Source: an optimization exercise on an open RTL-to-GDS flow (aim: small area). Production flows keep margins and buffers that such runs may drop. The RTL was checked by simulation tests, not by an equivalence proof against the original design. Power figures rest on the tool's default switching activity, not on a simulated workload.

// qam_rx
module qam_rx(
    input clk,
    input reset,
    input [2:0] sw,
    input signed [17:0] rf_in,
    output signed [17:0] dec_var_i,
    output signed [17:0] dec_var_q
);
reg [3:0] p;
always @(posedge clk) p <= reset ? 4'd0 : p + 4'd1;
wire [1:0] q = p[1:0];
wire tick = &q;
wire sym = &p;
wire p0 = p[0];
reg pp0;
always @(posedge clk) pp0 <= p0;
wire neg = q[1] ^ q[0];
wire [17:0] val = neg ? -rf_in : rf_in;
reg [17:0] fl0, fl1, fl2, fl3, fl4, fl5, fl6, fl7, fl8;
always @(posedge clk) begin
    fl0 <= {q[0], val[17:1]};
    fl1 <= fl0; fl2 <= fl1; fl3 <= fl2; fl4 <= fl3;
    fl5 <= fl4; fl6 <= fl5; fl7 <= fl6; fl8 <= fl7;
end
function signed [17:0] g(input [17:0] f, input b);
    g = (f[17] == b) ? {f[16], f[16:0]} : 18'd0;
endfunction
wire signed [17:0] ta = g(fl2, p0), tc = g(fl4, p0), te = g(fl5, p0), td = g(fl6, p0), tb = g(fl8, p0);
wire [17:0] th;
  ...
clock: 12.0 ns
lec_check: 0
cap_margin: 20
core_margin: 2
core_utilization: 70
cts_cluster_diameter: 80
cts_cluster_size: 24
slew_margin: 20
synth_hierarchical: 1
synth_minimum_keep_size: 0
run.sh (not shown) runs the stock make flow with config.mk's settings and CLKGATE_MAP_FILE= SYNTH_SCRIPT=/design/flow/synth_recipe.tcl, a recipe that flattens the netlist after the stock synthesis.
The starting point ran to the end with violations: antenna violations.
Next try:
--- a/flow/design.v
+++ b/flow/design.v
@@ -26,15 +26,15 @@
 always @(posedge clk) if (sym) y <= rx;
 endmodule
 module qr_hbf #(parameter OFF = 0) (
     input clk,
     input p0,
     input pp0,
     input signed [17:0] din,
-    output reg signed [17:0] y
+    output signed [16:0] yh    
 );
 localparam N = 9 + OFF;
 reg [17*N-1:0] xf;
 always @(posedge clk) if (p0) xf <= {xf[17*(N-1)-1:0], din[17:1]};
 wire signed [16:0] x2 = xf[17*(2+OFF) +: 17], x3 = xf[17*(3+OFF) +: 17], x5 = xf[17*(5+OFF) +: 17], x8 = xf[17*(8+OFF) +: 17];
 wire signed [16:0] ma = pp0 ? x2 : x3;
 wire signed [16:0] mb = pp0 ? x8 : x5;
@@ -714,15 +714,17 @@
 wire ky_s12, ky_k12; qr_fa ky_u12 (.a(p_ra[12]), .b(p_rb[12]), .c(ky_k11), .s(ky_s12), .k(ky_k12));
 wire ky_s13, ky_k13; qr_fa ky_u13 (.a(p_ra[13]), .b(p_rb[13]), .c(ky_k12), .s(ky_s13), .k(ky_k13));
 wire ky_s14, ky_k14; qr_fa ky_u14 (.a(p_ra[14]), .b(p_rb[14]), .c(ky_k13), .s(ky_s14), .k(ky_k14));
 wire ky_s15, ky_k15; qr_fa ky_u15 (.a(p_ra[15]), .b(p_rb[15]), .c(ky_k14), .s(ky_s15), .k(ky_k15));
 wire ky_s16, ky_k16; qr_fa ky_u16 (.a(p_ra[16]), .b(p_rb[16]), .c(ky_k15), .s(ky_s16), .k(ky_k16));
 wire ky_s17, ky_k17; qr_fa ky_u17 (.a(p_ra[17]), .b(p_rb[17]), .c(ky_k16), .s(ky_s17), .k(ky_k17));
 wire [17:0] yn = {ky_s17, ky_s16, ky_s15, ky_s14, ky_s13, ky_s12, ky_s11, ky_s10, ky_s9, ky_s8, ky_s7, ky_s6, ky_s5, ky_s4, ky_s3, ky_s2, ky_s1, ky_s0};
-always @(posedge clk) if (p0) y <= yn;
+reg [17:1] y;
+always @(posedge clk) if (p0) y <= yn[17:1];
+assign yh = y;
 endmodule
 module qr_th(
     input signed [17:0] a, b, c, d, e,
     output [17:0] y
 );
 wire k1_g0, k1_p0; qr_ha k1_h0 (.a(a[0]), .b(b[0]), .s(k1_p0), .k(k1_g0));
 wire k1_g1, k1_p1; qr_ha k1_h1 (.a(a[1]), .b(b[1]), .s(k1_p1), .k(k1_g1));
@@ -1631,17 +1633,17 @@
   input ptk,          
   input init,         
   input itv,          
   input [1:0] icl,    
   input signed [16:0] din,   
   output reg signed [17:0] y   
 );
-reg signed [16:0] ds, ds2;
-always @(posedge clk) if (tick) begin ds <= din; ds2 <= ds; end
-wire [16:0] src = ptk ? ds2 : ds;
+reg signed [16:0] ds; reg [16:5] ds2;   
+always @(posedge clk) if (tick) begin ds <= din; ds2 <= ds[16:5]; end
+wire [16:0] src = ptk ? {ds2, ds[4:0]} : ds;
 wire [16:0] su = {~src[16], src[15:0]};
 wire p0 = (ph == 2'd0);
 wire np0 = ~p0;
 wire p3 = (ph == 2'd3);
 wire ph12 = ph[0] ^ ph[1];
 reg [3:0] sdig;
 always @* case (ph) 2'd0: sdig = su[3:0]; 2'd1: sdig = su[8:5]; 2'd2: sdig = su[12:9]; default: sdig = su[16:13]; endcase
@@ -5891,19 +5893,19 @@
 wire [17:0] th;
 qr_th TH (.a(ta), .b(tb), .c(tc), .d(td), .e(te), .y(th));
 reg signed [17:0] d1i, d1q;
 always @(posedge clk) begin
     if (!p0) d1i <= th;
     if (p0) d1q <= th;
 end
-wire signed [17:0] y4i, y4q;
-qr_hbf #(.OFF(1)) HI (.clk(clk), .p0(p0), .pp0(pp0), .din(d1i), .y(y4i));
-qr_hbf #(.OFF(0)) HQ (.clk(clk), .p0(p0), .pp0(pp0), .din(d1q), .y(y4q));
+wire signed [16:0] y4i, y4q;
+qr_hbf #(.OFF(1)) HI (.clk(clk), .p0(p0), .pp0(pp0), .din(d1i), .yh(y4i));
+qr_hbf #(.OFF(0)) HQ (.clk(clk), .p0(p0), .pp0(pp0), .din(d1q), .yh(y4q));
 reg signed [16:0] h4d;
-always @(posedge clk) if (p0) h4d <= y4q[17:1];
+always @(posedge clk) if (p0) h4d <= y4q;
 reg [1:0] ph;                  
 always @(posedge clk) ph <= ph + 2'd1;
 reg pend, win, ptk;
 reg [3:0] tk;
 reg [1:0] qd1, qd2, qd3;
 wire act = (ph == 2'd0) ? pend : win;
 wire wst = (ph == 2'd0) & pend;
@@ -5914,13 +5916,13 @@
     tk <= {tk[2:0], tick};
     qd1 <= q; qd2 <= qd1; qd3 <= qd2;
 end
 wire init = tk[0];
 wire itv = ~|tk;
 wire signed [17:0] yi, yq;
 qr_engine EI (.clk(clk), .tick(tick), .act(act), .ph(ph), .wst(wst), .ptk(ptk), .init(init),
-              .itv(itv), .icl(qd3), .din(y4i[17:1]), .y(yi));
+              .itv(itv), .icl(qd3), .din(y4i), .y(yi));
 qr_engine EQ (.clk(clk), .tick(tick), .act(act), .ph(ph), .wst(wst), .ptk(ptk), .init(init),
               .itv(itv), .icl(qd3), .din(h4d), .y(yq));
 qr_out OI (.clk(clk), .tick(tick), .sym(sym), .sw(sw), .x(yi), .y(dec_var_i));
 qr_out OQ (.clk(clk), .tick(tick), .sym(sym), .sw(sw), .x(yq), .y(dec_var_q));
 endmodule
After rerunning:
- With this change the flow completed without violations
- sequential share of layout area is about the same
- design area stays flat
- combinational power rises by about 2%
- synthesized area is about the same
- wire length goes up by about 2.3%

-- port drivers added, routing unchanged --
The flow's constraints put no driver on any port. The routed layouts listed below were extracted and timed again, unchanged, in two steps. Step 1: set_driving_cell puts a clkbuf_16 on clk and a buf_2 on each other input, an assumption about the parent block. Step 2 also shifts input and output timing later by t, the mid clock arrival at the registers, as if the neighbouring blocks saw the same clock. Slacks: no drivers / after step 1 / after step 2; pairs: no drivers / after step 1.
run | shift t [ns] | setup slack, ns | hold WS [ns] | slew at the worst register clock pin (ns)
the first run | 1.067 | 1.456 / 1.456 / 1.456 | 0.277 / 0.277 / 0.277 | 0.10 / 0.10
the second run | 1.067 | 1.753 / 1.753 / 1.753 | 0.264 / 0.264 / 0.264 | 0.11 / 0.11
